What follows belongs to an exercise in optimizing a design on an open flow for small area, a short achievable clock period and few clock cycles; a production flow would make more cautious choices.
In this exercise RTL edits were held to simulation tests only and were not proved equivalent to the original.

==> design/flow/design.v <==
`timescale 1ns / 1ps
module abs_diff_7(
    input [7:0] x,
    input [7:0] y,
    output [7:0] absdiff
    );
	 assign absdiff = (x>y) ? x-y : y-x;
endmodule
`timescale 1ns / 1ps
module abs_diff_9(
    input [9:0] x,
    input [9:0] y,
    output [9:0] absdiff
    );
	 assign absdiff = (x>y) ? x-y : y-x;
endmodule
`timescale 1ns / 1ps
module abs_val_8
    (input signed [8:0] v,
     output wire [7:0] absv);
     assign absv = (v[8] == 1) ? ((~v)+1) : v;
endmodule
`timescale 1ns / 1ps
module quadrant(
    input signed [8:0] x,
    input signed [8:0] y,
    output [1:0] q
    );
	 wire [1:0] x_p;
	 wire [1:0] x_n;
	 assign x_p = (y >= 0) ? 0 : 3;
	 assign x_n = (y >= 0) ? 1 : 2;
	 assign q = (x >= 0) ? x_p : x_n;
endmodule
`timescale 1ns / 1ps
module polar_to_cartesian
    (input [11:0] r_theta,  
     output reg signed [8:0] x_value,  
     output reg signed [8:0] y_value);
	parameter POS = 9'sb0_0000_0001;
	parameter NEG = 9'sb1_1111_1111;
   parameter ZERO = 9'sb0_0000_0000;
   wire [31:0] rsin_15deg;  
   wire [31:0] rsin_30deg;  
   wire [31:0] rsin_45deg;  
   wire [31:0] rsin_60deg;  
   wire [31:0] rsin_75deg;  
   assign rsin_15deg = (r_theta[7:0]*66) >> 8;  
   assign rsin_30deg = r_theta[7:0] >> 2;  
   assign rsin_45deg = (r_theta[7:0]*181) >> 8;             
   assign rsin_60deg = (r_theta[7:0]*222) >> 8;  
   assign rsin_75deg = (r_theta[7:0]*247) >> 8;
   always @(*) begin
      case (r_theta[11:8])
         4'h1: begin  
            x_value = POS*rsin_75deg[7:0]; 
            y_value = POS*rsin_15deg[7:0];
         end
         4'h2: begin  
            x_value = POS*rsin_60deg[7:0]; 
            y_value = POS*rsin_30deg[7:0];
         end
         4'h3: begin  
            x_value = POS*rsin_45deg[7:0]; 
            y_value = POS*rsin_45deg[7:0];
         end
         4'h4: begin  
            x_value = POS*rsin_30deg[7:0]; 
            y_value = POS*rsin_60deg[7:0];
         end
         4'h5: begin  
            x_value = POS*rsin_15deg[7:0]; 
            y_value = POS*rsin_75deg[7:0];
         end
         4'h6: begin  
            x_value = POS*ZERO; 
            y_value = POS*r_theta[7:0];
         end
         4'h7: begin  
            x_value = NEG*rsin_15deg[7:0]; 
            y_value = POS*rsin_75deg[7:0];
         end
         4'h8: begin  
            x_value = NEG*rsin_30deg[7:0]; 
            y_value = POS*rsin_60deg[7:0];
         end
         4'h9: begin  
            x_value = NEG*rsin_45deg[7:0]; 
            y_value = POS*rsin_45deg[7:0];
         end
         4'hA: begin  
            x_value = NEG*rsin_60deg[7:0]; 
            y_value = POS*rsin_30deg[7:0];
         end
         4'hB: begin  
            x_value = NEG*rsin_75deg[7:0]; 
            y_value = POS*rsin_15deg[7:0];
         end
         4'hC: begin  
            x_value = NEG*r_theta[7:0]; 
            y_value = ZERO;
         end
         default: begin  
            x_value = POS*r_theta[7:0]; 
            y_value = ZERO;
         end
      endcase
   end
endmodule
`timescale 1ns / 1ps
module calc_abs7rtan_00_75_15
    (input [7:0] r,
     output wire [7:0] abs7rtan_15,
     output wire [7:0] abs7rtan_30,
     output wire [7:0] abs7rtan_45,
     output wire [9:0] abs7rtan_60,
     output wire [9:0] abs7rtan_75);
		wire signed [31:0] rtan_15deg;  
		wire signed [31:0] rtan_30deg;  
		wire signed [31:0] rtan_60deg;  
		wire signed [31:0] rtan_75deg;  
		assign rtan_15deg = (r*16'sh0225) >>> 11;
		assign rtan_30deg = (r*16'sh024f) >>> 10;
		assign rtan_60deg = (r*16'sh0DDB) >>> 11;
		assign rtan_75deg = (r*16'sh1DDB) >>> 11;
		assign abs7rtan_15 = rtan_15deg[7:0];
		assign abs7rtan_30 = rtan_30deg[7:0];
		assign abs7rtan_45 = r;
		assign abs7rtan_60 = rtan_60deg[9:0];
		assign abs7rtan_75 = rtan_75deg[9:0];
endmodule
`timescale 1ns / 1ps
module find_min_5_vals_cascading(
    input [7:0] input1,
    input [7:0] input2,
    input [7:0] input3,
    input [7:0] input4,
    input [7:0] input5,
    output [2:0] output_index
    );
	wire comp1_2;
	wire comp2_3;
	wire comp3_4;
	wire comp4_5;
	assign comp1_2 = input1 >= input2;
	assign comp2_3 = input2 >= input3;
	assign comp3_4 = input3 >= input4;
	assign comp4_5 = input4 >= input5;
	wire is1;
	wire is5;
	wire is2;
	wire is4;
	assign is1 = ((!comp1_2) & (!comp2_3) & (!comp3_4) & (!comp4_5));
	assign is5 = (comp1_2 & comp2_3 & comp3_4 & comp4_5);
	assign is2 = ((!is1) & (!is5) & (!comp2_3) & (!comp3_4));
	assign is4 = ((!is1) & (!is5) & (comp2_3) & (comp3_4));
	assign output_index = is1 ? 3'h1 : (is5 ? 3'h5 : (is2 ? 3'h2 : (is4 ? 3'h4 : 3'h3)));
endmodule
`timescale 1ns / 1ps
module calc_r_y_theta(
   input [7:0] y,
   input [7:0] x,  
   input [3:0] theta,
   output reg [7:0] r);
   wire [31:0] r_15deg;  
   wire [31:0] r_30deg;  
   wire [31:0] r_45deg;  
   wire [31:0] r_60deg;  
   wire [31:0] r_75deg;  
   assign r_15deg = (y*989) >> 10;
   assign r_30deg = y >> 9;
   assign r_45deg = (y*362) >> 10;
   assign r_60deg = (y*296) >> 10;
   assign r_75deg = (y*265) >> 10;
   always @(*) begin
      case(theta)
         1: r = r_15deg[7:0];
         2: r = r_30deg[7:0];
         3: r = r_45deg[7:0];
         4: r = r_60deg[7:0];
         5: r = r_75deg[7:0];
         6: r = y;  
         default: r = x;  
      endcase
   end
endmodule
`timescale 1ns / 1ps
module orientation_math
    (input [11:0] r_theta_original,  
     input [11:0] r_theta_final,  
     input clock,
     input enable,
     input reset,
     output reg done,
     output reg [4:0] orientation);
	parameter DEG360 = 5'h18;
	parameter DEG180 = 5'h0C;
	parameter ERROR_FACTOR = 4;
	reg [3:0] state;
	parameter IDLE 			 	= 4'h0;
	parameter SHORTCUT_TEST		= 4'h1;
	parameter SHORTCUT_TEST_2	= 4'h2;
	parameter PTC					= 4'h3;
	parameter DELTAS				= 4'h4;
	parameter ABS_DELTA_QUAD 	= 4'h5;
	parameter DX_TAN				= 4'h6;
	parameter ABS_DIFF			= 4'h7;
	parameter BASE_ANGLE_CALC	= 4'h8;
	parameter CALC_ORIENTATION	= 4'h9;
	parameter REPORT			 	= 4'hF;
	reg [4:0] original_base_angle;
	reg [4:0] shortcut_quadrant_adjust;
	reg signed [8:0] x_original;
	reg signed [8:0] y_original;
	reg signed [8:0] x_final;
	reg signed [8:0] y_final;
	wire signed [8:0] x_original_t;
	wire signed [8:0] y_original_t;
	wire signed [8:0] x_final_t;
	wire signed [8:0] y_final_t;
	polar_to_cartesian ptc_original (.r_theta(r_theta_original),.x_value(x_original_t),.y_value(y_original_t));
	polar_to_cartesian ptc_final (.r_theta(r_theta_final),.x_value(x_final_t),.y_value(y_final_t));
	reg signed [8:0] delta_y;
	reg signed [8:0] delta_x;
	wire [7:0] abs_delta_x_t;
	wire [7:0] abs_delta_y_t;
	reg [7:0] abs_delta_x;
	reg [7:0] abs_delta_y;
	reg [1:0] quadrant;
	wire [1:0] quadrant_t;
	abs_val_8 absx (.v(delta_x),.absv(abs_delta_x_t));
	abs_val_8 absy (.v(delta_y),.absv(abs_delta_y_t));
	quadrant q1 (.x(delta_x),.y(delta_y),.q(quadrant_t));
	reg [7:0] abs_dx_tan15;
	reg [7:0] abs_dx_tan30;
	reg [7:0] abs_dx_tan45;
	reg [9:0] abs_dx_tan60;
	reg [9:0] abs_dx_tan75;
	wire [7:0] abs_dx_tan15_t;
	wire [7:0] abs_dx_tan30_t;
	wire [7:0] abs_dx_tan45_t;
	wire [9:0] abs_dx_tan60_t;
	wire [9:0] abs_dx_tan75_t;
	calc_abs7rtan_00_75_15 abstan(.r(abs_delta_x),.abs7rtan_15(abs_dx_tan15_t),
											 .abs7rtan_30(abs_dx_tan30_t),.abs7rtan_45(abs_dx_tan45_t),
											 .abs7rtan_60(abs_dx_tan60_t),.abs7rtan_75(abs_dx_tan75_t));
	reg [7:0] diff_15;
	reg [7:0] diff_30;
	reg [7:0] diff_45;
	reg [7:0] diff_60;
	reg [7:0] diff_75;
	wire [7:0] diff_15_t;
	wire [7:0] diff_30_t;
	wire [7:0] diff_45_t;
	wire [9:0] diff_60_t;
	wire [9:0] diff_75_t;
	abs_diff_7 abdiff15 (.y(abs_delta_y),.x(abs_dx_tan15),.absdiff(diff_15_t));
	abs_diff_7 abdiff30 (.y(abs_delta_y),.x(abs_dx_tan30),.absdiff(diff_30_t));
	abs_diff_7 abdiff45 (.y(abs_delta_y),.x(abs_dx_tan45),.absdiff(diff_45_t));
	abs_diff_9 abdiff60 (.y({2'b00,abs_delta_y}),.x(abs_dx_tan60),.absdiff(diff_60_t));
	abs_diff_9 abdiff75 (.y({2'b00,abs_delta_y}),.x(abs_dx_tan75),.absdiff(diff_75_t));
	reg [2:0] base_angle;
	wire [2:0] base_angle_t;
	find_min_5_vals_cascading min5( 	.input1(diff_15),.input2(diff_30),
												.input3(diff_45),.input4(diff_60),
												.input5(diff_75),.output_index(base_angle_t));
   always @(posedge clock) begin
      if (reset) begin
         state <= IDLE;
         done <= 0;
			orientation <= 5'h00;
      end
      else begin
         case(state)
				SHORTCUT_TEST: begin
					if (r_theta_original[11:8] == r_theta_final[11:8]) begin
						original_base_angle <= {1'b0,r_theta_original[11:8]};
						shortcut_quadrant_adjust <= (r_theta_final[7:0] >= r_theta_original[7:0]) ? 0 : 12;
						state <= SHORTCUT_TEST_2;
					end
					else begin
						state <= PTC;
					end
				end
				SHORTCUT_TEST_2: begin
					orientation <= original_base_angle + shortcut_quadrant_adjust;
					state <= REPORT;
				end
				PTC: begin
					x_original <= x_original_t;
					y_original <= y_original_t;
					x_final <= x_final_t;
					y_final <= y_final_t;
					state <= DELTAS;
				end
				DELTAS: begin
					delta_x <= x_final - x_original;
					delta_y <= y_final - y_original;
					state <= ABS_DELTA_QUAD;
				end
				ABS_DELTA_QUAD: begin
					abs_delta_x <= abs_delta_x_t;
					abs_delta_y <= abs_delta_y_t;
					quadrant <= quadrant_t;
					state <= DX_TAN;
				end
				DX_TAN: begin
					if (abs_delta_y <= ERROR_FACTOR) begin
						orientation <= 0 + (delta_x < 0 ? 12 : 0);
						state <= REPORT;
					end
					else if (abs_delta_x <= ERROR_FACTOR) begin
						orientation <= 6 + (delta_y < 0 ? 12 : 0);
						state <= REPORT;
					end
					else begin
						abs_dx_tan15 <= abs_dx_tan15_t;
						abs_dx_tan30 <= abs_dx_tan30_t;
						abs_dx_tan45 <= abs_dx_tan45_t;
						abs_dx_tan60 <= abs_dx_tan60_t;
						abs_dx_tan75 <= abs_dx_tan75_t;
						state <= ABS_DIFF;
					end
				end
				ABS_DIFF: begin
					diff_15 <= diff_15_t;
					diff_30 <= diff_30_t;
					diff_45 <= diff_45_t;
					diff_60 <= diff_60_t > 8'hFF ? 8'hFE : diff_60_t[7:0];  
					diff_75 <= diff_75_t > 8'hFF ? 8'hFF : diff_75_t[7:0];
					state <= BASE_ANGLE_CALC;
   			end
				BASE_ANGLE_CALC: begin
					base_angle <= base_angle_t;
					state <= CALC_ORIENTATION;
				end
				CALC_ORIENTATION: begin
					case(quadrant)
						1: orientation <= (DEG180 - base_angle);  
						2: orientation <= (DEG180 + base_angle);  
						3: orientation <= (DEG360 - base_angle);  
						default: orientation <= base_angle;  
					endcase
					state <= REPORT;
				end
				REPORT: begin
					done <= 1;
					state <= IDLE;
					if (orientation >= DEG360) begin
						orientation <= orientation - DEG360;
					end
				end
				default: begin
					if (enable) begin
						state <= SHORTCUT_TEST;
						done <= 0;
					end
				end
			endcase
		end
	end
endmodule
`timescale 1ns / 1ps
module path_math
    (input [11:0] location,  
     input [11:0] target,  
     input [4:0] current_orientation,  
     input clock,
     input enable,
     input reset,
     output reg done,
     output [4:0] needed_orientation,  
     output [11:0] move_command);  
   wire [7:0] xm_l, ym_l, xm_t, ym_t;
   wire       xs_l, xs_t;
   ptc_mag ptc_l (.r_theta(location), .xm(xm_l), .ym(ym_l), .xs(xs_l));
   ptc_mag ptc_t (.r_theta(target),   .xm(xm_t), .ym(ym_t), .xs(xs_t));
   wire       xsame = (xs_t == xs_l);
   wire [9:0] ex_s = {1'b0, xm_t, xsame} + {xsame, xm_l ^ {8{xsame}}, xsame};
   wire [9:0] dy_s = {1'b0, ym_t, 1'b1} + {1'b1, ~ym_l, 1'b1};
   wire [8:0] ex_t = ex_s[9:1];
   wire [8:0] dy_t = dy_s[9:1];
   reg [8:0] ex, dy;
   reg       exneg, busy;
   always @(posedge clock) begin
      ex <= ex_t;
      dy <= dy_t;
      exneg <= xs_t;
      busy <= enable & ~reset;
   end
   wire       ex_nz = |ex;
   wire       dxneg = exneg ? ((ex_nz & ~ex[8]) | (ex == 9'h100)) : ex[8];
   wire       dyneg = dy[8];
   wire [1:0] quad = {dyneg, dxneg ^ dyneg};  
   wire       sx = ex[8];
   wire       sy = dy[8];
   wire [7:0] ac = ex[7:0] ^ {8{sx}};
   wire [7:0] yc = dy[7:0] ^ {8{sy}};
   wire [7:0] y, a;
   pm_abs ab (.ac(ac), .sx(sx), .yc(yc), .sy(sy), .y(y), .a(a));
   wire ysmall = dy[8] ? (dy[7:0] >= 8'hFC) : (dy[7:0] <= 8'd4);
   wire asmall = ex[8] ? ((ex[7:0] >= 8'hFC) || (ex[7:0] == 8'h00)) : (ex[7:0] <= 8'd4);
   wire c12, c23, c34, c45;
   pm_compare cmp (.a(a), .y(y), .c12(c12), .c23(c23), .c34(c34), .c45(c45));
   wire       same = (location[11:8] == target[11:8]);
   wire [4:0] sum_s = {1'b0, location[11:8]} + ((target[7:0] >= location[7:0]) ? 5'd0 : 5'd12);
   wire [4:0] need_s_t = (sum_s >= 5'd24) ? sum_s - 5'd24 : sum_s;
   reg  [2:0] ba_s_t;
   always @(*) begin
      case (quad)
         2'd1: ba_s_t = 3'd4 - need_s_t[2:0];
         2'd2: ba_s_t = need_s_t[2:0] + 3'd4;
         2'd3: ba_s_t = 3'd0 - need_s_t[2:0];
         default: ba_s_t = need_s_t[2:0];
      endcase
   end
   wire use_a = same ? (ba_s_t == 3'd0 || ba_s_t == 3'd7) : ysmall;
   reg       r_c12, r_c23, r_c34, r_c45, r_ysmall, r_asmall, r_same;
   reg [1:0] r_quad;
   reg [4:0] need_s, cur;
   reg [7:0] ry;
   always @(posedge clock) begin
      if (reset) begin
         done <= 1'b0;
      end else if (busy) begin
         done <= 1'b1;
      end else if (enable) begin
         done <= 1'b0;
      end
      if (busy) begin
         r_c12 <= c12;
         r_c23 <= c23;
         r_c34 <= c34;
         r_c45 <= c45;
         r_ysmall <= ysmall;
         r_asmall <= asmall;
         r_same <= same;
         r_quad <= quad;
         need_s <= need_s_t;
         cur <= current_orientation;
         ry <= use_a ? a : y;
      end
   end
   wire is1 = ~r_c12 & ~r_c23 & ~r_c34 & ~r_c45;
   wire is5 = r_c12 & r_c23 & r_c34 & r_c45;
   wire is2 = ~is1 & ~is5 & ~r_c23 & ~r_c34;
   wire is4 = ~is1 & ~is5 & r_c23 & r_c34;
   wire [2:0] b = is1 ? 3'd1 : (is5 ? 3'd5 : (is2 ? 3'd2 : (is4 ? 3'd4 : 3'd3)));
   wire o_dyneg = r_quad[1];
   wire o_dxneg = r_quad[1] ^ r_quad[0];
   reg [4:0] need_n;
   always @(*) begin
      if (r_ysmall) need_n = o_dxneg ? 5'd12 : 5'd0;
      else if (r_asmall) need_n = o_dyneg ? 5'd18 : 5'd6;
      else case (r_quad)
         2'd1: need_n = 5'd12 - b;
         2'd2: need_n = 5'd12 + b;
         2'd3: need_n = 5'd24 - b;
         default: need_n = {2'b00, b};
      endcase
   end
   reg [2:0] ba_s;
   always @(*) begin
      case (r_quad)
         2'd1: ba_s = 3'd4 - need_s[2:0];
         2'd2: ba_s = need_s[2:0] + 3'd4;
         2'd3: ba_s = 3'd0 - need_s[2:0];
         default: ba_s = need_s[2:0];
      endcase
   end
   wire [4:0] need = r_same ? need_s : need_n;
   wire [2:0] ba = r_same ? ba_s : (r_ysmall ? 3'd0 : (r_asmall ? 3'd6 : b));
   wire [6:0] d1, d3, d4, d5;
   pm_distance dd (.y(ry), .d1(d1), .d3(d3), .d4(d4), .d5(d5));
   reg  [6:0]  dist_v;
   always @(*) begin
      case (ba)
         3'd1: dist_v = d1;
         3'd2: dist_v = 7'd0;
         3'd3: dist_v = d3;
         3'd4: dist_v = d4;
         3'd5: dist_v = d5;
         default: dist_v = ry[6:0];   
      endcase
   end
   wire [4:0] angle = need - cur + ((cur > need) ? 5'd24 : 5'd0);
   assign needed_orientation = need;
   assign move_command = {angle, dist_v};
endmodule
module ptc_mag
    (input [11:0] r_theta,
     output reg [7:0] xm,
     output reg [7:0] ym,
     output xs);
   wire [7:0] r = r_theta[7:0];
   wire [3:0] t = r_theta[11:8];
   wire [6:0] m15;                    
   wire [7:0] m30 = {2'b00, r[7:2]};
   wire [7:0] m45, m60, m75;          
   pm_ptc_products pp (.r(r), .m15(m15), .m45(m45), .m60(m60), .m75(m75));
   wire [2:0] k = (t <= 4'd6) ? t[2:0] : ((t <= 4'd12) ? 3'd4 - t[2:0] : 3'd0);
   assign xs = (t >= 4'd7) && (t <= 4'd12);
   wire j1 = (k == 3'd1) | (k == 3'd5);
   wire j2 = (k == 3'd2) | (k == 3'd4);
   wire j3 = (k == 3'd3);
   wire j0 = ~(j1 | j2 | j3);
   wire [7:0] sm = ({8{j1}} & {1'b0, m15}) | ({8{j2}} & m30) | ({8{j3}} & m45);
   wire [7:0] lg = ({8{j1}} & m75) | ({8{j2}} & m60) | ({8{j3}} & m45) | ({8{j0}} & r);
   wire swap = (k >= 3'd4);
   always @(*) begin
      xm = swap ? sm : lg;
      ym = swap ? lg : sm;
   end
endmodule
module pm_ptc_products
   (input [7:0] r,
    output [6:0] m15,
    output [7:0] m45,
    output [7:0] m60,
    output [7:0] m75);
   wire p_1;
   wire p_2;
   wire p_3;
   wire p_4;
   wire p_5;
   wire p_6;
   wire p_7;
   wire p_8;
   wire p_9;
   wire p_10;
   wire p_11;
   wire p_12;
   wire p_13;
   wire p_14;
   wire p_15;
   wire p_16;
   wire p_17;
   wire p_18;
   wire p_19;
   wire p_20;
   wire p_21;
   wire p_22;
   wire p_23;
   wire p_24;
   wire p_25;
   wire p_26;
   wire p_27;
   wire p_28;
   wire p_29;
   wire p_30;
   wire p_31;
   wire p_32;
   wire p_33;
   wire p_34;
   wire p_35;
   wire p_36;
   wire p_37;
   wire p_38;
   wire p_40;
   wire p_41;
   wire p_42;
   wire p_43;
   wire p_44;
   wire p_45;
   wire p_46;
   wire p_47;
   wire p_48;
   wire p_49;
   wire p_50;
   wire p_51;
   wire p_52;
   wire p_53;
   wire p_54;
   wire p_55;
   wire p_56;
   wire p_57;
   wire p_58;
   wire p_59;
   wire p_60;
   wire p_61;
   wire p_62;
   wire p_63;
   wire p_64;
   wire p_65;
   wire p_66;
   wire p_67;
   wire p_68;
   wire p_69;
   wire p_70;
   wire p_71;
   wire p_73;
   wire p_74;
   wire p_75;
   wire p_76;
   wire p_77;
   wire p_78;
   wire p_79;
   wire p_80;
   wire p_81;
   wire p_82;
   wire p_83;
   wire p_84;
   wire p_85;
   wire p_86;
   wire p_87;
   wire p_88;
   wire p_89;
   wire p_90;
   wire p_91;
   wire p_92;
   wire p_93;
   wire p_94;
   wire p_95;
   wire p_96;
   wire p_97;
   wire p_98;
   wire p_99;
   wire p_100;
   wire p_101;
   wire p_102;
   wire p_103;
   wire p_104;
   wire [13:0] p_s0 = {1'b0, r[7], r[6], r[5], r[4], r[3], r[2], r[1], r[0], r[4], r[3], r[2], r[1], r[0]} + {1'b0, 1'b0, 1'b0, 1'b0, 1'b0, 1'b0, r[7], r[6], r[5], 1'b0, 1'b0, 1'b0, 1'b0, 1'b0};
   assign p_1 = r[7] ^ r[5];
   assign p_2 = r[7] & r[5];
   assign p_3 = r[6] ^ r[4];
   assign p_4 = r[6] & r[4];
   assign p_5 = r[7] ^ r[5];
   assign p_6 = r[7] & r[5];
   assign p_7 = r[5] ^ r[3];
   assign p_8 = r[5] & r[3];
   assign p_9 = r[6] ^ r[4] ^ r[2];
   assign p_10 = (r[6] & r[4]) | (r[6] & r[2]) | (r[4] & r[2]);
   assign p_11 = p_1 ^ r[3] ^ r[2];
   assign p_12 = (p_1 & r[3]) | (p_1 & r[2]) | (r[3] & r[2]);
   assign p_13 = p_3 ^ r[3] ^ r[1];
   assign p_14 = (p_3 & r[3]) | (p_3 & r[1]) | (r[3] & r[1]);
   assign p_15 = p_5 ^ r[4] ^ r[2];
   assign p_16 = (p_5 & r[4]) | (p_5 & r[2]) | (r[4] & r[2]);
   assign p_17 = r[6] ^ r[5] ^ r[3];
   assign p_18 = (r[6] & r[5]) | (r[6] & r[3]) | (r[5] & r[3]);
   assign p_19 = r[7] ^ r[6];
   assign p_20 = r[7] & r[6];
   assign p_21 = r[4] ^ r[2];
   assign p_22 = r[4] & r[2];
   assign p_23 = p_7 ^ r[1] ^ r[0];
   assign p_24 = (p_7 & r[1]) | (p_7 & r[0]) | (r[1] & r[0]);
   assign p_25 = p_9 ^ r[1] ^ p_8;
   assign p_26 = (p_9 & r[1]) | (p_9 & p_8) | (r[1] & p_8);
   assign p_27 = p_11 ^ r[0] ^ p_10;
   assign p_28 = (p_11 & r[0]) | (p_11 & p_10) | (r[0] & p_10);
   assign p_29 = p_13 ^ p_2 ^ p_12;
   assign p_30 = (p_13 & p_2) | (p_13 & p_12) | (p_2 & p_12);
   assign p_31 = p_15 ^ p_4 ^ p_14;
   assign p_32 = (p_15 & p_4) | (p_15 & p_14) | (p_4 & p_14);
   assign p_33 = p_17 ^ p_6 ^ p_16;
   assign p_34 = (p_17 & p_6) | (p_17 & p_16) | (p_6 & p_16);
   assign p_35 = p_19 ^ r[4] ^ p_18;
   assign p_36 = (p_19 & r[4]) | (p_19 & p_18) | (r[4] & p_18);
   assign p_37 = r[7] ^ r[5] ^ p_20;
   assign p_38 = (r[7] & r[5]) | (r[7] & p_20) | (r[5] & p_20);
   wire [15:0] p_s39 = {1'b0, r[7], r[6], p_37, p_35, p_33, p_31, p_29, p_27, p_25, p_23, p_21, r[3], r[2], r[1], r[0]} + {1'b0, 1'b0, p_38, p_36, p_34, p_32, p_30, p_28, p_26, p_24, p_22, r[0], r[1], r[0], 1'b0, 1'b0};
   assign p_40 = ~r[0];
   assign p_41 = ~r[1];
   assign p_42 = ~r[2];
   assign p_43 = ~r[3];
   assign p_44 = ~r[4];
   assign p_45 = ~r[0];
   assign p_46 = ~r[5];
   assign p_47 = ~r[1];
   assign p_48 = ~r[6];
   assign p_49 = ~r[2];
   assign p_50 = ~r[7];
   assign p_51 = ~r[3];
   assign p_52 = ~r[4];
   assign p_53 = ~r[5];
   assign p_54 = ~r[6];
   assign p_55 = ~r[7];
   assign p_56 = p_44 ^ p_45;
   assign p_57 = p_44 & p_45;
   assign p_58 = p_46 ^ p_47;
   assign p_59 = p_46 & p_47;
   assign p_60 = p_48 ^ p_49;
   assign p_61 = p_48 & p_49;
   assign p_62 = p_50 ^ p_51 ^ r[0];
   assign p_63 = (p_50 & p_51) | (p_50 & r[0]) | (p_51 & r[0]);
   assign p_64 = p_52 ^ r[1] ^ 1'b1;
   assign p_65 = (p_52 & r[1]) | (p_52 & 1'b1) | (r[1] & 1'b1);
   assign p_66 = p_53 ^ r[2] ^ 1'b1;
   assign p_67 = (p_53 & r[2]) | (p_53 & 1'b1) | (r[2] & 1'b1);
   assign p_68 = p_54 ^ r[3] ^ 1'b1;
   assign p_69 = (p_54 & r[3]) | (p_54 & 1'b1) | (r[3] & 1'b1);
   assign p_70 = p_55 ^ r[4] ^ 1'b1;
   assign p_71 = (p_55 & r[4]) | (p_55 & 1'b1) | (r[4] & 1'b1);
   wire [14:0] p_s72 = {r[7], r[6], r[5], p_70, p_68, p_66, p_64, p_62, p_60, p_58, p_56, p_43, p_42, p_41, p_40} + {1'b1, 1'b1, p_71, p_69, p_67, p_65, p_63, p_61, p_59, p_57, 1'b1, 1'b0, 1'b0, 1'b0, 1'b1};
   assign p_73 = ~r[0];
   assign p_74 = ~r[1];
   assign p_75 = ~r[2];
   assign p_76 = ~r[3];
   assign p_77 = ~r[0];
   assign p_78 = ~r[4];
   assign p_79 = ~r[1];
   assign p_80 = ~r[5];
   assign p_81 = ~r[2];
   assign p_82 = ~r[6];
   assign p_83 = ~r[3];
   assign p_84 = ~r[7];
   assign p_85 = ~r[4];
   assign p_86 = ~r[5];
   assign p_87 = ~r[6];
   assign p_88 = ~r[7];
   assign p_89 = p_76 ^ p_77;
   assign p_90 = p_76 & p_77;
   assign p_91 = p_78 ^ p_79;
   assign p_92 = p_78 & p_79;
   assign p_93 = p_80 ^ p_81;
   assign p_94 = p_80 & p_81;
   assign p_95 = p_82 ^ p_83;
   assign p_96 = p_82 & p_83;
   assign p_97 = p_84 ^ p_85;
   assign p_98 = p_84 & p_85;
   assign p_99 = p_86 ^ r[0] ^ 1'b1;
   assign p_100 = (p_86 & r[0]) | (p_86 & 1'b1) | (r[0] & 1'b1);
   assign p_101 = p_87 ^ r[1] ^ 1'b1;
   assign p_102 = (p_87 & r[1]) | (p_87 & 1'b1) | (r[1] & 1'b1);
   assign p_103 = p_88 ^ r[2] ^ 1'b1;
   assign p_104 = (p_88 & r[2]) | (p_88 & 1'b1) | (r[2] & 1'b1);
   wire [15:0] p_s105 = {r[7], r[6], r[5], r[4], r[3], p_103, p_101, p_99, p_97, p_95, p_93, p_91, p_89, p_75, p_74, p_73} + {1'b1, 1'b1, 1'b1, 1'b1, p_104, p_102, p_100, p_98, p_96, p_94, p_92, p_90, 1'b1, 1'b0, 1'b0, 1'b1};
   assign m15 = {p_s0[13], p_s0[12], p_s0[11], p_s0[10], p_s0[9], p_s0[8], p_s0[7]};
   assign m45 = {p_s39[15], p_s39[14], p_s39[13], p_s39[12], p_s39[11], p_s39[10], p_s39[9], p_s39[8]};
   assign m60 = {p_s72[14], p_s72[13], p_s72[12], p_s72[11], p_s72[10], p_s72[9], p_s72[8], p_s72[7]};
   assign m75 = {p_s105[15], p_s105[14], p_s105[13], p_s105[12], p_s105[11], p_s105[10], p_s105[9], p_s105[8]};
endmodule
module pm_compare
   (input [7:0] a,
    input [7:0] y,
    output c12,
    output c23,
    output c34,
    output c45);
   wire c_0;
   wire c_1;
   wire c_2;
   wire c_3;
   wire c_4;
   wire c_5;
   wire c_6;
   wire c_7;
   wire c_8;
   wire c_9;
   wire c_10;
   wire c_11;
   wire c_12;
   wire c_13;
   wire c_14;
   wire c_15;
   wire c_17;
   wire c_18;
   wire c_19;
   wire c_20;
   wire c_21;
   wire c_22;
   wire c_23;
   wire c_24;
   wire c_25;
   wire c_26;
   wire c_27;
   wire c_28;
   wire c_29;
   wire c_30;
   wire c_31;
   wire c_32;
   wire c_33;
   wire c_34;
   wire c_35;
   wire c_36;
   wire c_37;
   wire c_38;
   wire c_39;
   wire c_40;
   wire c_41;
   wire c_42;
   wire c_43;
   wire c_44;
   wire c_45;
   wire c_46;
   wire c_47;
   wire c_48;
   wire c_49;
   wire c_50;
   wire c_51;
   wire c_52;
   wire c_53;
   wire c_54;
   wire c_55;
   wire c_56;
   wire c_58;
   wire c_59;
   wire c_60;
   wire c_61;
   wire c_62;
   wire c_63;
   wire c_64;
   wire c_66;
   wire c_67;
   wire c_68;
   wire c_69;
   wire c_70;
   wire c_71;
   wire c_72;
   wire c_73;
   wire c_74;
   wire c_75;
   wire c_76;
   wire c_77;
   wire c_78;
   wire c_79;
   wire c_80;
   wire c_81;
   wire c_82;
   wire c_83;
   wire c_84;
   wire c_85;
   wire c_86;
   wire c_87;
   wire c_88;
   wire c_89;
   wire c_90;
   wire c_91;
   wire c_92;
   wire c_93;
   wire c_94;
   wire c_95;
   wire c_96;
   wire c_98;
   wire c_99;
   wire c_100;
   wire c_101;
   wire c_102;
   wire c_103;
   wire c_104;
   wire c_105;
   wire c_107;
   wire c_108;
   wire c_109;
   wire c_110;
   wire c_111;
   wire c_112;
   wire c_113;
   wire c_114;
   wire c_115;
   wire c_116;
   wire c_117;
   wire c_118;
   wire c_119;
   wire c_120;
   wire c_121;
   wire c_122;
   wire c_123;
   wire c_124;
   wire c_125;
   wire c_126;
   wire c_127;
   wire c_128;
   wire c_129;
   wire c_130;
   wire c_131;
   wire c_132;
   wire c_133;
   wire c_134;
   wire c_135;
   wire c_136;
   wire c_137;
   wire c_139;
   wire c_140;
   wire c_141;
   wire c_142;
   wire c_143;
   wire c_144;
   wire c_145;
   wire c_146;
   wire c_147;
   wire c_148;
   wire c_149;
   wire c_150;
   wire c_151;
   wire c_152;
   wire c_153;
   wire c_154;
   wire c_155;
   wire c_156;
   wire c_157;
   wire c_158;
   wire c_159;
   wire c_160;
   wire c_161;
   wire c_162;
   wire c_163;
   wire c_164;
   wire c_165;
   wire c_166;
   wire c_167;
   wire c_168;
   wire c_169;
   wire c_170;
   wire c_172;
   wire c_173;
   wire c_174;
   wire c_175;
   wire c_176;
   wire c_177;
   wire c_178;
   wire c_179;
   wire c_180;
   wire c_181;
   wire c_182;
   wire c_184;
   wire c_185;
   wire c_186;
   wire c_187;
   wire c_188;
   wire c_189;
   wire c_190;
   wire c_191;
   wire c_192;
   wire c_193;
   wire c_194;
   wire c_195;
   wire c_196;
   wire c_197;
   wire c_198;
   wire c_199;
   wire c_200;
   wire c_201;
   wire c_202;
   wire c_203;
   wire c_204;
   wire c_205;
   wire c_206;
   wire c_207;
   wire c_208;
   wire c_209;
   wire c_210;
   wire c_212;
   wire c_213;
   wire c_214;
   wire c_215;
   wire c_216;
   wire c_217;
   wire c_218;
   wire c_219;
   assign c_0 = a[5] ^ a[3];
   assign c_1 = a[5] & a[3];
   assign c_2 = a[6] ^ a[4] ^ a[1];
   assign c_3 = (a[6] & a[4]) | (a[6] & a[1]) | (a[4] & a[1]);
   assign c_4 = a[7] ^ a[5] ^ a[2];
   assign c_5 = (a[7] & a[5]) | (a[7] & a[2]) | (a[5] & a[2]);
   assign c_6 = a[6] ^ a[3];
   assign c_7 = a[6] & a[3];
   assign c_8 = a[7] ^ a[4] ^ a[0];
   assign c_9 = (a[7] & a[4]) | (a[7] & a[0]) | (a[4] & a[0]);
   assign c_10 = a[5] ^ a[1];
   assign c_11 = a[5] & a[1];
   assign c_12 = a[6] ^ a[2];
   assign c_13 = a[6] & a[2];
   assign c_14 = a[7] ^ a[3];
   assign c_15 = a[7] & a[3];
   wire [17:0] c_s16 = {1'b0, a[7], a[6], a[5], a[4], c_14, c_12, c_10, c_8, c_6, c_4, c_2, c_0, a[4], a[3], a[2], a[1], a[0]} + {1'b0, 1'b0, 1'b0, 1'b0, c_15, c_13, c_11, c_9, c_7, c_5, c_3, c_1, a[0], a[2], a[1], a[0], 1'b0, 1'b0};
   assign c_17 = ~a[0];
   assign c_18 = ~a[1];
   assign c_19 = ~a[2];
   assign c_20 = ~a[3];
   assign c_21 = ~a[4];
   assign c_22 = ~a[5];
   assign c_23 = ~a[6];
   assign c_24 = ~a[7];
   assign c_25 = a[5] ^ a[3];
   assign c_26 = a[5] & a[3];
   assign c_27 = a[6] ^ a[4] ^ a[1];
   assign c_28 = (a[6] & a[4]) | (a[6] & a[1]) | (a[4] & a[1]);
   assign c_29 = a[7] ^ a[5] ^ a[2];
   assign c_30 = (a[7] & a[5]) | (a[7] & a[2]) | (a[5] & a[2]);
   assign c_31 = a[6] ^ a[3];
   assign c_32 = a[6] & a[3];
   assign c_33 = a[7] ^ a[4];
   assign c_34 = a[7] & a[4];
   assign c_35 = c_23 ^ a[2];
   assign c_36 = c_23 & a[2];
   assign c_37 = c_24 ^ a[3] ^ a[1];
   assign c_38 = (c_24 & a[3]) | (c_24 & a[1]) | (a[3] & a[1]);
   assign c_39 = a[4] ^ a[2] ^ 1'b1;
   assign c_40 = (a[4] & a[2]) | (a[4] & 1'b1) | (a[2] & 1'b1);
   assign c_41 = c_25 ^ a[0] ^ 1'b1;
   assign c_42 = (c_25 & a[0]) | (c_25 & 1'b1) | (a[0] & 1'b1);
   assign c_43 = c_27 ^ 1'b1 ^ c_26;
   assign c_44 = (c_27 & 1'b1) | (c_27 & c_26) | (1'b1 & c_26);
   assign c_45 = c_29 ^ 1'b1 ^ c_28;
   assign c_46 = (c_29 & 1'b1) | (c_29 & c_28) | (1'b1 & c_28);
   assign c_47 = c_31 ^ 1'b1 ^ c_30;
   assign c_48 = (c_31 & 1'b1) | (c_31 & c_30) | (1'b1 & c_30);
   assign c_49 = c_33 ^ 1'b1 ^ c_32;
   assign c_50 = (c_33 & 1'b1) | (c_33 & c_32) | (1'b1 & c_32);
   assign c_51 = a[5] ^ 1'b1 ^ c_34;
   assign c_52 = (a[5] & 1'b1) | (a[5] & c_34) | (1'b1 & c_34);
   assign c_53 = a[6] ^ 1'b1;
   assign c_54 = a[6] & 1'b1;
   assign c_55 = a[7] ^ 1'b1;
   assign c_56 = a[7] & 1'b1;
   wire [17:0] c_s57 = {1'b1, c_55, c_53, c_51, c_49, c_47, c_45, c_43, c_41, c_39, c_37, c_35, c_22, c_21, c_20, c_19, c_18, c_17} + {c_56, c_54, c_52, c_50, c_48, c_46, c_44, c_42, c_40, c_38, c_36, a[0], a[1], a[0], 1'b0, 1'b0, 1'b0, 1'b1};
   assign c_58 = ~c_s16[11];
   assign c_59 = ~c_s16[12];
   assign c_60 = ~c_s16[13];
   assign c_61 = ~c_s16[14];
   assign c_62 = ~c_s16[15];
   assign c_63 = ~c_s16[16];
   assign c_64 = ~c_s16[17];
   wire [9:0] c_s65 = {1'b1, a[7], a[6], a[5], a[4], a[3], a[2], a[1], a[0], c_58} + {1'b0, 1'b1, 1'b1, c_64, c_63, c_62, c_61, c_60, c_59, 1'b1};
   assign c_66 = ~a[0];
   assign c_67 = ~c_s16[11];
   assign c_68 = ~a[1];
   assign c_69 = ~c_s16[12];
   assign c_70 = ~a[2];
   assign c_71 = ~c_s16[13];
   assign c_72 = ~a[3];
   assign c_73 = ~c_s16[14];
   assign c_74 = ~a[4];
   assign c_75 = ~c_s16[15];
   assign c_76 = ~a[5];
   assign c_77 = ~c_s16[16];
   assign c_78 = ~a[6];
   assign c_79 = ~c_s16[17];
   assign c_80 = ~a[7];
   assign c_81 = c_66 ^ c_67;
   assign c_82 = c_66 & c_67;
   assign c_83 = c_68 ^ c_69;
   assign c_84 = c_68 & c_69;
   assign c_85 = c_70 ^ a[0] ^ c_71;
   assign c_86 = (c_70 & a[0]) | (c_70 & c_71) | (a[0] & c_71);
   assign c_87 = c_72 ^ a[1] ^ c_73;
   assign c_88 = (c_72 & a[1]) | (c_72 & c_73) | (a[1] & c_73);
   assign c_89 = c_74 ^ a[2] ^ c_75;
   assign c_90 = (c_74 & a[2]) | (c_74 & c_75) | (a[2] & c_75);
   assign c_91 = c_76 ^ a[3] ^ c_77;
   assign c_92 = (c_76 & a[3]) | (c_76 & c_77) | (a[3] & c_77);
   assign c_93 = c_78 ^ a[4] ^ c_79;
   assign c_94 = (c_78 & a[4]) | (c_78 & c_79) | (a[4] & c_79);
   assign c_95 = c_80 ^ a[5] ^ 1'b1;
   assign c_96 = (c_80 & a[5]) | (c_80 & 1'b1) | (a[5] & 1'b1);
   wire [10:0] c_s97 = {1'b1, a[7], a[6], c_95, c_93, c_91, c_89, c_87, c_85, c_83, c_81} + {1'b0, 1'b1, c_96, c_94, c_92, c_90, c_88, c_86, c_84, c_82, 1'b1};
   assign c_98 = ~c_s57[10];
   assign c_99 = ~c_s57[11];
   assign c_100 = ~c_s57[12];
   assign c_101 = ~c_s57[13];
   assign c_102 = ~c_s57[14];
   assign c_103 = ~c_s57[15];
   assign c_104 = ~c_s57[16];
   assign c_105 = ~c_s57[17];
   wire [10:0] c_s106 = {1'b1, 1'b1, y[7], y[6], y[5], y[4], y[3], y[2], y[1], y[0], c_98} + {1'b0, 1'b0, 1'b1, c_105, c_104, c_103, c_102, c_101, c_100, c_99, 1'b1};
   assign c_107 = ~c_s16[11];
   assign c_108 = ~c_s16[12];
   assign c_109 = ~c_s16[13];
   assign c_110 = ~c_s16[14];
   assign c_111 = ~c_s16[15];
   assign c_112 = ~c_s16[16];
   assign c_113 = ~c_s16[17];
   assign c_114 = c_s106[0] ^ c_107;
   assign c_115 = c_s106[0] & c_107;
   assign c_116 = c_s106[1] ^ c_108;
   assign c_117 = c_s106[1] & c_108;
   assign c_118 = c_s106[2] ^ c_109;
   assign c_119 = c_s106[2] & c_109;
   assign c_120 = c_s106[3] ^ c_110;
   assign c_121 = c_s106[3] & c_110;
   assign c_122 = c_s106[4] ^ c_111;
   assign c_123 = c_s106[4] & c_111;
   assign c_124 = c_s106[5] ^ c_112;
   assign c_125 = c_s106[5] & c_112;
   assign c_126 = c_s106[6] ^ c_113;
   assign c_127 = c_s106[6] & c_113;
   assign c_128 = c_s106[7] ^ 1'b1;
   assign c_129 = c_s106[7] & 1'b1;
   assign c_130 = c_s106[8] ^ 1'b1;
   assign c_131 = c_s106[8] & 1'b1;
   assign c_132 = c_s106[9] ^ 1'b1;
   assign c_133 = c_s106[9] & 1'b1;
   assign c_134 = c_s106[10] ^ 1'b1;
   assign c_135 = c_s106[10] & 1'b1;
   assign c_136 = c_s106[10] ^ 1'b1;
   assign c_137 = c_s106[10] & 1'b1;
   wire [11:0] c_s138 = {c_136, c_134, c_132, c_130, c_128, c_126, c_124, c_122, c_120, c_118, c_116, c_114} + {c_135, c_133, c_131, c_129, c_127, c_125, c_123, c_121, c_119, c_117, c_115, 1'b1};
   assign c_139 = ~a[0];
   assign c_140 = ~a[1];
   assign c_141 = ~a[2];
   assign c_142 = ~a[3];
   assign c_143 = ~a[4];
   assign c_144 = ~a[5];
   assign c_145 = ~a[6];
   assign c_146 = ~a[7];
   assign c_147 = c_s106[0] ^ c_139;
   assign c_148 = c_s106[0] & c_139;
   assign c_149 = c_s106[1] ^ c_140;
   assign c_150 = c_s106[1] & c_140;
   assign c_151 = c_s106[2] ^ c_141;
   assign c_152 = c_s106[2] & c_141;
   assign c_153 = c_s106[3] ^ c_142;
   assign c_154 = c_s106[3] & c_142;
   assign c_155 = c_s106[4] ^ c_143;
   assign c_156 = c_s106[4] & c_143;
   assign c_157 = c_s106[5] ^ c_144;
   assign c_158 = c_s106[5] & c_144;
   assign c_159 = c_s106[6] ^ c_145;
   assign c_160 = c_s106[6] & c_145;
   assign c_161 = c_s106[7] ^ c_146;
   assign c_162 = c_s106[7] & c_146;
   assign c_163 = c_s106[8] ^ 1'b1;
   assign c_164 = c_s106[8] & 1'b1;
   assign c_165 = c_s106[9] ^ 1'b1;
   assign c_166 = c_s106[9] & 1'b1;
   assign c_167 = c_s106[10] ^ 1'b1;
   assign c_168 = c_s106[10] & 1'b1;
   assign c_169 = c_s106[10] ^ 1'b1;
   assign c_170 = c_s106[10] & 1'b1;
   wire [11:0] c_s171 = {c_169, c_167, c_165, c_163, c_161, c_159, c_157, c_155, c_153, c_151, c_149, c_147} + {c_168, c_166, c_164, c_162, c_160, c_158, c_156, c_154, c_152, c_150, c_148, 1'b1};
   assign c_172 = ~c_s97[0];
   assign c_173 = ~c_s97[1];
   assign c_174 = ~c_s97[2];
   assign c_175 = ~c_s97[3];
   assign c_176 = ~c_s97[4];
   assign c_177 = ~c_s97[5];
   assign c_178 = ~c_s97[6];
   assign c_179 = ~c_s97[7];
   assign c_180 = ~c_s97[8];
   assign c_181 = ~c_s97[9];
   assign c_182 = ~c_s97[10];
   wire [11:0] c_s183 = {1'b1, c_182, c_181, y[7], y[6], y[5], y[4], y[3], y[2], y[1], y[0], c_172} + {1'b0, 1'b0, 1'b0, c_180, c_179, c_178, c_177, c_176, c_175, c_174, c_173, 1'b1};
   assign c_184 = ~c_s97[0];
   assign c_185 = ~c_s97[1];
   assign c_186 = ~c_s97[2];
   assign c_187 = ~c_s97[3];
   assign c_188 = ~c_s97[4];
   assign c_189 = ~c_s97[5];
   assign c_190 = ~c_s97[6];
   assign c_191 = ~c_s97[7];
   assign c_192 = ~c_s97[8];
   assign c_193 = ~c_s97[9];
   assign c_194 = ~c_s97[10];
   assign c_195 = y[0] ^ c_184;
   assign c_196 = y[0] & c_184;
   assign c_197 = y[1] ^ c_185;
   assign c_198 = y[1] & c_185;
   assign c_199 = y[2] ^ c_186;
   assign c_200 = y[2] & c_186;
   assign c_201 = y[3] ^ c_187;
   assign c_202 = y[3] & c_187;
   assign c_203 = y[4] ^ c_188;
   assign c_204 = y[4] & c_188;
   assign c_205 = y[5] ^ c_189;
   assign c_206 = y[5] & c_189;
   assign c_207 = y[6] ^ c_190;
   assign c_208 = y[6] & c_190;
   assign c_209 = y[7] ^ c_191;
   assign c_210 = y[7] & c_191;
   wire [11:0] c_s211 = {1'b1, c_194, c_193, c_192, c_209, c_207, c_205, c_203, c_201, c_199, c_197, c_195} + {1'b0, 1'b0, 1'b0, c_210, c_208, c_206, c_204, c_202, c_200, c_198, c_196, 1'b1};
   assign c_212 = c_s65[0] ^ y[0];
   assign c_213 = c_s65[1] ^ y[1];
   assign c_214 = c_s65[2] ^ y[2];
   assign c_215 = c_s65[3] ^ y[3];
   assign c_216 = c_s65[4] ^ y[4];
   assign c_217 = c_s65[5] ^ y[5];
   assign c_218 = c_s65[6] ^ y[6];
   assign c_219 = c_s65[7] ^ y[7];
   assign c12 = ~c_s138[11];
   assign c23 = ~c_s171[11];
   assign c34 = ~c_s183[11];
   assign c45 = ~c_s211[11] | (~c_s65[9] & c_s65[8] & ~(c_212 | c_213 | c_214 | c_215 | c_216 | c_217 | c_218 | c_219));
endmodule
module pm_distance
   (input [7:0] y,
    output [6:0] d1,
    output [6:0] d3,
    output [6:0] d4,
    output [6:0] d5);
   wire q_1;
   wire q_2;
   wire q_3;
   wire q_4;
   wire q_5;
   wire q_6;
   wire q_7;
   wire q_8;
   wire q_9;
   wire q_10;
   wire q_11;
   wire q_12;
   wire q_13;
   wire q_14;
   wire q_15;
   wire q_16;
   wire q_17;
   wire q_18;
   wire q_19;
   wire q_20;
   wire q_21;
   wire q_22;
   wire q_23;
   wire q_24;
   wire q_26;
   wire q_27;
   wire q_28;
   wire q_29;
   wire q_30;
   wire q_31;
   wire q_32;
   wire q_33;
   wire q_34;
   wire q_35;
   wire q_36;
   wire q_37;
   wire q_38;
   wire q_39;
   wire q_40;
   wire q_41;
   wire q_42;
   wire q_43;
   wire q_44;
   wire q_45;
   wire [11:0] q_s0 = {1'b0, y[7], y[6], y[5], y[4], y[3], y[2], y[1], y[0], y[2], y[1], y[0]} + {1'b0, 1'b0, 1'b0, 1'b0, y[7], y[6], y[5], y[4], y[3], 1'b0, 1'b0, 1'b0};
   assign q_1 = ~q_s0[0];
   assign q_2 = ~q_s0[1];
   assign q_3 = ~q_s0[2];
   assign q_4 = ~q_s0[3];
   assign q_5 = ~q_s0[4];
   assign q_6 = ~q_s0[5];
   assign q_7 = ~q_s0[6];
   assign q_8 = ~q_s0[7];
   assign q_9 = ~q_s0[8];
   assign q_10 = ~q_s0[9];
   assign q_11 = ~q_s0[10];
   assign q_12 = ~q_s0[11];
   assign q_13 = q_1 ^ y[2];
   assign q_14 = q_1 & y[2];
   assign q_15 = q_2 ^ y[3];
   assign q_16 = q_2 & y[3];
   assign q_17 = q_3 ^ y[4];
   assign q_18 = q_3 & y[4];
   assign q_19 = q_4 ^ y[5];
   assign q_20 = q_4 & y[5];
   assign q_21 = q_5 ^ y[6];
   assign q_22 = q_5 & y[6];
   assign q_23 = q_6 ^ y[7];
   assign q_24 = q_6 & y[7];
   wire [16:0] q_s25 = {y[6], y[5], y[4], y[3], y[2], y[1], y[0], q_8, q_7, q_23, q_21, q_19, q_17, q_15, q_13, y[1], y[0]} + {1'b1, 1'b1, 1'b1, q_12, q_11, q_10, q_9, 1'b0, q_24, q_22, q_20, q_18, q_16, q_14, 1'b1, 1'b0, 1'b0};
   assign q_26 = q_s0[0] ^ q_s0[2];
   assign q_27 = q_s0[0] & q_s0[2];
   assign q_28 = q_s0[1] ^ q_s0[3] ^ y[5];
   assign q_29 = (q_s0[1] & q_s0[3]) | (q_s0[1] & y[5]) | (q_s0[3] & y[5]);
   assign q_30 = q_s0[2] ^ q_s0[4] ^ y[6];
   assign q_31 = (q_s0[2] & q_s0[4]) | (q_s0[2] & y[6]) | (q_s0[4] & y[6]);
   assign q_32 = q_s0[3] ^ q_s0[5] ^ y[7];
   assign q_33 = (q_s0[3] & q_s0[5]) | (q_s0[3] & y[7]) | (q_s0[5] & y[7]);
   assign q_34 = q_s0[4] ^ q_s0[6];
   assign q_35 = q_s0[4] & q_s0[6];
   assign q_36 = q_s0[5] ^ q_s0[7];
   assign q_37 = q_s0[5] & q_s0[7];
   assign q_38 = q_s0[6] ^ q_s0[8];
   assign q_39 = q_s0[6] & q_s0[8];
   assign q_40 = q_s0[7] ^ q_s0[9];
   assign q_41 = q_s0[7] & q_s0[9];
   assign q_42 = q_s0[8] ^ q_s0[10];
   assign q_43 = q_s0[8] & q_s0[10];
   assign q_44 = q_s0[9] ^ q_s0[11];
   assign q_45 = q_s0[9] & q_s0[11];
   wire [15:0] q_s46 = {q_s0[11], q_s0[10], q_44, q_42, q_40, q_38, q_36, q_34, q_32, q_30, q_28, q_26, q_s0[1], q_s0[0], y[1], y[0]} + {1'b0, q_45, q_43, q_41, q_39, q_37, q_35, q_33, q_31, q_29, q_27, y[4], y[3], y[2], 1'b0, 1'b0};
   wire [13:0] q_s47 = {q_s0[11], q_s0[10], q_s0[9], q_s0[8], q_s0[7], q_s0[6], q_s0[5], q_s0[4], q_s0[3], q_s0[2], q_s0[1], q_s0[0], y[1], y[0]} + {1'b0, 1'b0, 1'b0, 1'b0, 1'b0, 1'b0, y[7], y[6], y[5], y[4], y[3], y[2], 1'b0, 1'b0};
   wire [16:0] q_s48 = {1'b0, y[7], y[6], y[5], y[4], y[3], y[2], y[1], y[0], q_s0[7], q_s0[6], q_s0[5], q_s0[4], q_s0[3], q_s0[2], q_s0[1], q_s0[0]} + {1'b0, 1'b0, 1'b0, 1'b0, 1'b0, q_s0[11], q_s0[10], q_s0[9], q_s0[8], 1'b0, 1'b0, 1'b0, 1'b0, 1'b0, 1'b0, 1'b0, 1'b0};
   assign d1 = {q_s25[16], q_s25[15], q_s25[14], q_s25[13], q_s25[12], q_s25[11], q_s25[10]};
   assign d3 = {q_s46[15], q_s46[14], q_s46[13], q_s46[12], q_s46[11], q_s46[10], q_s46[9]};
   assign d4 = {q_s47[13], q_s47[12], q_s47[11], q_s47[10], q_s47[9], q_s47[8], q_s47[7]};
   assign d5 = {q_s48[16], q_s48[15], q_s48[14], q_s48[13], q_s48[12], q_s48[11], q_s48[10]};
endmodule
module pm_abs
   (input [7:0] ac,
    input sx,
    input [7:0] yc,
    input sy,
    output [7:0] y,
    output [7:0] a);
   wire [7:0] i_s0 = {yc[7], yc[6], yc[5], yc[4], yc[3], yc[2], yc[1], yc[0]} + {1'b0, 1'b0, 1'b0, 1'b0, 1'b0, 1'b0, 1'b0, sy};
   wire [7:0] i_s1 = {ac[7], ac[6], ac[5], ac[4], ac[3], ac[2], ac[1], ac[0]} + {1'b0, 1'b0, 1'b0, 1'b0, 1'b0, 1'b0, 1'b0, sx};
   assign y = {i_s0[7], i_s0[6], i_s0[5], i_s0[4], i_s0[3], i_s0[2], i_s0[1], i_s0[0]};
   assign a = {i_s1[7], i_s1[6], i_s1[5], i_s1[4], i_s1[3], i_s1[2], i_s1[1], i_s1[0]};
endmodule
==> design/flow/run.sh <==
#!/bin/bash
# synth_recipe.tcl (not shown) runs the flow's synth.tcl, then flattens the netlist and writes it again
# the make line also repeats each setting of config.mk as NAME=value (left out here)
make -C /OpenROAD-flow-scripts/flow DESIGN_CONFIG=/design/flow/config.mk WORK_HOME=/design/flow/orfs CLKGATE_MAP_FILE= SYNTH_SCRIPT=/design/flow/synth_recipe.tcl finish
==> design/flow/config.mk <==
export PLATFORM = sky130hd
export DESIGN_NAME = path_math
export DESIGN_NICKNAME = path_math
export VERILOG_FILES = /design/flow/design.v
export SDC_FILE = /design/flow/constraint.sdc
export NUM_CORES = 4
export LEC_CHECK = 0
export CAP_MARGIN = 5
export CORE_MARGIN = 2
export CORE_UTILIZATION = 60
export SETUP_SLACK_MARGIN = 5
export SLEW_MARGIN = 5
==> design/flow/constraint.sdc <==
create_clock -name core_clock -period 12.0 [get_ports {clock}]
set_input_delay 2.4000 -clock core_clock [delete_from_list [all_inputs] [get_ports {clock}]]
set_output_delay 2.4000 -clock core_clock [all_outputs]
set_load 0.01 [all_outputs]
==> qor.txt, run 1 <==
Initial Util = 60.9%
Worst setup SP type = input pin
number of core rows = 55
# clock sinks = 48
clock root buffer = clkbuf_16
H-tree depth = 2
Cells after Synth = 1,709
GRT overflow = 0
Crit Path Class = in -> reg
Total GRT Usage = 29.1%
endpoints failing hold = 0
first-pass GRT wire length = 58,300 microns
Tcrit/Tclk final = 57.1%
largest area contributor in the synthesized netlist = ha_1
DRT antenna net count = 0
detailed placer's ending HPWL = 27,900 microns
worst-skew pair later-pin latency = 0.29 ns
Finish-stage setup viols = 0
Layout area overhead = 15.6%
crit path DAT = 7.07 ns
post-synth cell types = 86
final wirelength = 35,700 microns
status = complete, no violations
PnR worst setup slack = 5.15 ns
Post-synth EDFFs = 27
largest net degree at the start of global routing = 28
RSZ-0062 raised after global routing = yes
n_diodes = 0
Max FO, Critical Path = 12
core area = 22,600 sq um
synth cell count leaders = ha_1 (325), inv_1 (197), a21oi_1 (132), nor2_1 (107), xnor2_1 (101)
most frequent cell after synthesis = ha_1
Hold WC Path Type = reg -> reg
drc violations = 0
first-iteration detailed-routing DRC count = 763
Die ar. = 24,100 sq um
CP required = 12.22 ns
Die Y-Extent = 155 microns
Seq/Total Area, Yosys = 8.96%
element type at the critical path end = flop
initial antenna violation count = 1
routed via count = 12,500
Synth Flop Type = edfxtp_1
GP Congestion = 0.932
top post-synthesis cells by area = ha_1 (30%), xnor2_1 (6.4%), fa_1 (6.0%), edfxtp_1 (5.9%), inv_1 (5.4%)
DR WL/cell = 17.1 microns
Yosys top cell area share = 29.6%
Placement Setup Slack = 3.59 ns
Period minus WS final = 6.85 ns
vias per cell = 5.98
Clock Path Buffers = 2
IO Port Bufs = 49
mean cell area of the mapped netlist = 8.04 sq um
cts bufs inserted = 5
synthesized cell area = 13,700 sq um
I/O pin total = 50
Die Width = 155 microns
post-synthesis sequential element count = 48
max-slew violations = 0
final core occ = 70.4%
slew at the pin closest to its max-slew limit = 1.03 ns
fmax = 146 MHz
Synth warnings = 2
Synth async-reset ratio = 0%
setup TNS = 0 ns
relative slew slack = 31.1%
Max-Cap Viols = 0
CTS tree = built
vias in the first global route = 12,300
total iterations of the first detailed-routing run = 5
clock slew at reported path FFs = 0.07 ns
Layout Nets = 2,200
share of cells above drive strength 1 = 14.8%
worst clock skew = 0.00915 ns
syn nets = 2,107
registers in the layout, summed over array words and instances (netlist names), 2 cells and up:
register and cells:
dy 9, ex 9, ry 8, cur 5, need_s 5, r_quad 2
cell usage in the layout (no fill, tap or decap), types with 19 or more instances in the layout:
cell,n
a21o_1,36
a21oi_1,104
a21oi_2,26
buf_4,84
clkdlybuf4s50_1,29
edfxtp_1,27
fa_1,40
ha_1,309
inv_1,188
nand2_1,79
nand2b_1,36
nand3_1,39
nor2_1,98
nor2b_1,29
nor3_1,39
o21a_1,19
o21ai_0,73
xnor2_1,95
xor2_1,48
critical path, stage by stage:
cell      delay (ns)
clkbuf_4        0.18
ha_4            0.29
inv_1           0.06
fa_1            0.48
inv_1           0.05
fa_1            0.48
ha_4            0.30
nand3_2         0.09
o21ai_4         0.25
xor2_1          0.31
nand3_1         0.14
a31o_2          0.27
xor2_1          0.14
ha_1            0.30
nor2b_1         0.14
o21a_1          0.19
o21a_1          0.19
o21a_1          0.18
o31a_1          0.26
a21oi_1         0.21
xnor2_1         0.14
layer usage:
layer  GRT usage [%]  part of all wire [%]  up-vias
met1            36.9                    44     5878
li1                -                     -     6249
met3            1.92                   3.8       66
met4            9.48                   2.6        2
met2            52.6                    50      300
met5               0                 0.036        -
through the flow:
stage	area, sq um	hold slack, ns	cells
2_1_floorplan	13700	0.525	1709
3_3_place_gp	14500	0.461	2007
3_5_place_dp	14500	0.465	2007
4_1_cts	15100	0.481	2049
5_1_grt	15900	0.522	2088
6_report	15900	0.480	2088
area by class of cell:
class / instances / area, sq um
clock inverter: 2 / 12.5
multi-input combinational: 1414 / 12300
inverter: 201 / 792
fill: 1903 / 6690
timing repair buffer: 132 / 1070
clock buffer: 6 / 129
sequential: 48 / 1240
tap: 285 / 357
worst paths after layout:
check | cells after the start | from | to | slack (ns)
max | 21 | location[7] | ex[6] | 5.15
max reg2reg | 29 | ex[4] | r_c45 | 5.23
min reg2reg | 2 | busy | done | 0.48
min | 2 | busy | done | 0.48
what timing repair did:
action / CTS / global route
hold buffers: 0 / 0
resized for setup: 104 / 165
setup endpoints to repair: 32 / 28
setup buffers: 34 / 39
pin swaps: 14 / 57
gates cloned: 0 / 0
cells by family after synthesis:
family / after synthesis / share of synthesized area (%)
AOI/OAI and AO/OA: 453 / 21.4
and+or+nand+nor: 414 / 15.0
adders and majority gates: 366 / 35.6
buffers and inverters: 247 / 6.98
xor gates and xnor gates: 158 / 10.3
DFF: 48 / 8.96
muxes: 23 / 1.79
Testbench counts, summed over its fixed seeds: cycles 32,000.
==> inputs of run 2 (changes only) <==
--- a/design/flow/config.mk
+++ b/design/flow/config.mk
@@ -8,5 +8,6 @@
 export CAP_MARGIN = 5
 export CORE_MARGIN = 2
 export CORE_UTILIZATION = 60
+export PLACE_DENSITY = 0.7
 export SETUP_SLACK_MARGIN = 5
 export SLEW_MARGIN = 5
==> run 2 against run 1 <==
Against the previous run:
- fmax hardly changed
- clock skew hardly changed
- flip-flop and latch count stayed put
- hold slack better by 0.032 ns
- register-to-register slack hardly changed
==> qor.txt, run 2 <==
status = complete, no violations (unchanged)
Worst Hold Path Cells = 2 (unchanged)
Cells after Synth = 1,709 (unchanged)
post-synth cell types = 86 (unchanged)
Synth Flop Type = edfxtp_1 (unchanged)
Layout Nets = 2,207 (was 2,200)
Tcrit/Tclk final = 57.1% (about the same)
synthesized cell area = 13,700 sq um (unchanged)
endpoints failing hold = 0 (unchanged)
R2R Path Start = ex[4] (unchanged)
H-tree depth = 2 (unchanged)
mean cell area of the mapped netlist = 8.04 sq um (unchanged)
cts bufs inserted = 5 (unchanged)
CP required = 12.18 ns (was 12.22 ns)
Worst setup SP type = input pin (unchanged)
number of core rows = 55 (unchanged)
detailed placer's ending HPWL = 27,100 microns (was 27,900 microns)
slowest CP cell = fa_1 (unchanged)
Total GRT Usage = 28.3% (was 29.1%)
final design instance area without fill = 16,000 sq um (was 15,900 sq um)
share of cells above drive strength 1 = 14.9% (was 14.8%)
Critical Path Max Stage Delay = 0.51 ns (was 0.48 ns)
Synth async-reset ratio = 0% (unchanged)
vias in the first global route = 11,700 (was 12,300)
vias per cell = 6.01 (was 5.98)
largest net degree at the start of global routing = 29 (was 28)
CTS tree = built (unchanged)
clock root buffer = clkbuf_16 (unchanged)
Max FO, Critical Path = 8 (was 12)
synth cell count leaders = ha_1 (325), inv_1 (197), a21oi_1 (132), nor2_1 (107), xnor2_1 (101) (unchanged)
quantity of hold-fixing buffers added after cts = 0 (unchanged)
top post-synthesis cells by area = ha_1 (30%), xnor2_1 (6.4%), fa_1 (6.0%), edfxtp_1 (5.9%), inv_1 (5.4%) (unchanged)
IO Port Bufs = 49 (unchanged)
GRT overflow = 0 (unchanged)
Critical path origin = location[7] (unchanged)
final core occ = 70.9% (was 70.4%)
n_diodes = 0 (unchanged)
commonest non-fill, non-tap cell in the layout = ha_1 (unchanged)
final wirelength = 35,700 microns (about the same)
core area = 22,600 sq um (unchanged)
Period minus WS final = 6.85 ns (about the same)
crit path DAT = 7.03 ns (was 7.07 ns)
element type at the critical path end = flop (unchanged)
Yosys top cell area share = 29.6% (unchanged)
Synth warnings = 2 (unchanged)
routed via count = 12,600 (was 12,500)
reg2reg path depth = 29 (unchanged)
Die ar. = 24,100 sq um (unchanged)
Crit Path Class = in -> reg (unchanged)
first-iteration detailed-routing DRC count = 615 (was 763)
first-pass GRT wire length = 56,800 microns (was 58,300 microns)
I/O pin total = 50 (unchanged)
worst clock skew = 0.00958 ns (was 0.00915 ns)
Clock Path Buffers = 2 (unchanged)
max-slew violations = 0 (unchanged)
Die Width = 155 microns (unchanged)
Reg2Reg Setup Slack = 5.23 ns (about the same)
setup TNS = 0 ns (unchanged)
area of the multi-input gates = 12,300 sq um (about the same)
clock slew at reported path FFs = 0.06 ns (was 0.07 ns)
most frequent cells in the layout = ha_1 (312), inv_1 (185), a21oi_1 (108), nor2_1 (99), xnor2_1 (93) (was ha_1 (309), inv_1 (188), a21oi_1 (104), nor2_1 (98), xnor2_1 (95))
Max-Cap Viols = 0 (unchanged)
fillcell total = 1,806 (was 1,903)
Seq/Total Area, Yosys = 8.96% (unchanged)
DRT antenna net count = 0 (unchanged)
Die Y-Extent = 155 microns (unchanged)
CP Cell Sequence = buf_12 -> ha_4 -> inv_4 -> fa_1 -> inv_2 -> fa_1 -> ha_4 -> nand3_4 -> o21ai_4 -> a21oi_2 -> xor2_1 -> nor2_2 -> a2111oi_4 -> mux2i_1 -> xnor2_1 -> ha_1 -> o21a_1 -> o21a_1 -> o21a_1 -> o31a_1 -> nand4_1 -> nand2_1 -> xnor2_1 (was clkbuf_4 -> ha_4 -> inv_1 -> fa_1 -> inv_1 -> fa_1 -> ha_4 -> nand3_2 -> o21ai_4 -> xor2_1 -> nand3_1 -> a31o_2 -> xor2_1 -> ha_1 -> nor2b_1 -> o21a_1 -> o21a_1 -> o21a_1 -> o31a_1 -> a21oi_1 -> xnor2_1)
Finish-stage setup viols = 0 (unchanged)
GP Congestion = 0.926 (was 0.932)
Area after DPL = 14,500 sq um (about the same)
Post-synth EDFFs = 27 (unchanged)
Layout area overhead = 16.5% (was 15.6%)
post-synthesis sequential element count = 48 (unchanged)
Top cell by count, worst path = o21a_1 (unchanged)
drc violations = 0 (unchanged)
most frequent cell after synthesis = ha_1 (unchanged)
FF+latch area = 1240 sq um (unchanged)
largest area contributor in the synthesized netlist = ha_1 (unchanged)
top flop regs = dy (9), ex (9), ry (8) (unchanged)
Worst Setup EP = ex[8] (was ex[6])
worst-skew pair later-pin latency = 0.29 ns (about the same)
total iterations of the first detailed-routing run = 5 (unchanged)
relative slew slack = 21.5% (was 31.1%)
RSZ-0062 raised after global routing = yes (unchanged)
Initial Util = 60.9% (unchanged)
slew at the pin closest to its max-slew limit = 1.18 ns (was 1.03 ns)
fmax = 146 MHz (about the same)
Hold WC Path Type = reg -> reg (unchanged)
# clock sinks = 48 (unchanged)
syn nets = 2,107 (unchanged)
Crit Reg-Reg Endpoint = r_c45 (unchanged)
initial antenna violation count = 0 (was 1)
DR WL/cell = 17.1 microns (about the same)
-- run 2: cell types whose count changed in the layout (fill, tap and decap cells not counted), moves of 3 or more --
cell	delta
ha_1	+3
a21oi_1	+4
xnor2_2	+3
o21ai_0	-3
inv_1	-3
o21ai_2	-4
a211oi_2	+3
a21oi_2	-4
o21ai_1	+7
buf_4	+5
-- run 2: layer usage --
layer  part of all wire [%]  up-vias  GRT usage, %
li1                       -     6284             -
met1                     44     5949          35.9
met2                     50      293          51.1
met3                    3.5       59          2.45
met4                    2.6        0          8.65
met5                      0        -             0
-- run 2: logic make-up after synthesis --
kind of cell             after synthesis  synth area share (%)
AO/OA/AOI/OAI                        453                  21.4
XOR/XNOR                             158                  10.3
adder cells (fa/ha/maj)              366                  35.6
flip-flops                            48                  8.96
AND/OR/NAND/NOR                      414                  15.0
buffers and inverters                247                  6.98
multiplexers                          23                  1.79
-- run 2: repair_timing --
item,CTS,global route
setup endpoints to repair,28,28
pin swaps,17,72
gates resized for setup,119,151
buffers inserted,31,50
-- run 2: worst max-delay path, delay by kind of cell --
family | cells | cell delay, ns
adders and majority gates | 5 | 1.94
buffers and inverters | 3 | 0.20
xor gates and xnor gates | 3 | 0.47
and+or+nand+nor | 4 | 0.35
muxes | 1 | 0.15
AOI/OAI and AO/OA | 7 | 1.52
-- run 2: how the worst min path moves through the flow --
stage               startpoint   end  slack (ns)
finish                    done  done        0.51
CTS                       done  done        0.51
global placement          done  done        0.47
detailed placement        done  done        0.50
global route              done  done        0.55
floorplan                 done  done        0.53
-- run 2: layout make-up --
| type | instances | area share [%] |
|---|---|---|
| Sequential cell | 48 | 7.74 |
| Tap cell | 285 | 2.23 |
| Clock inverter | 2 | 0.375 |
| Multi-Input combinational cell | 1414 | 76.7 |
| Inverter | 201 | 4.96 |
| Clock buffer | 6 | 0.805 |
| Timing Repair Buffer | 139 | 7.21 |
-- run 2: per-stage QoR --
step                      hold slack (ns)  worst slack [ns]  instances
after CTS                           0.511              5.00       2045
after global placement              0.467              3.71       2006
after global routing                0.546              4.85       2095
after floorplan                     0.525              5.08       1709
after detailed placement            0.497              3.56       2006
final                               0.511              5.15       2095

separate check: timing with driven ports:
The flow's constraints put no driver on any port. The routed layouts listed below were extracted and timed again, unchanged, in two steps.
Step 1 sets driving cells, clkbuf_16 on the clock port and buf_2 on the other inputs (assumed; they add their load-dependent delay and slew).
Step 2 adds t to the input delays and takes it off the output delays; t is the mean of the earliest and latest rising clock arrival at the registers after step 1. Input paths then give back, and output paths get back, about the clock's delay inside the block.
Slacks: no drivers / after step 1 / after step 2; pairs: no drivers / after step 1.
run | shift t [ns] | slack for setup (ns) | worst setup path at the end | worst register clock-pin slew, ns | worst data-port slew with drivers (ns)
run 1 | 0.335 | 5.150 / 5.110 / 4.842 | input to register | 0.07 / 0.07 | 0.05
run 2 | 0.330 | 5.150 / 5.146 / 4.816 | input to register | 0.07 / 0.07 | 0.06
After both steps every run listed still meets setup and hold. For run 2, which loses most, drivers alone change the setup slack by -0.004 ns; drivers and shift together by -0.334 ns.
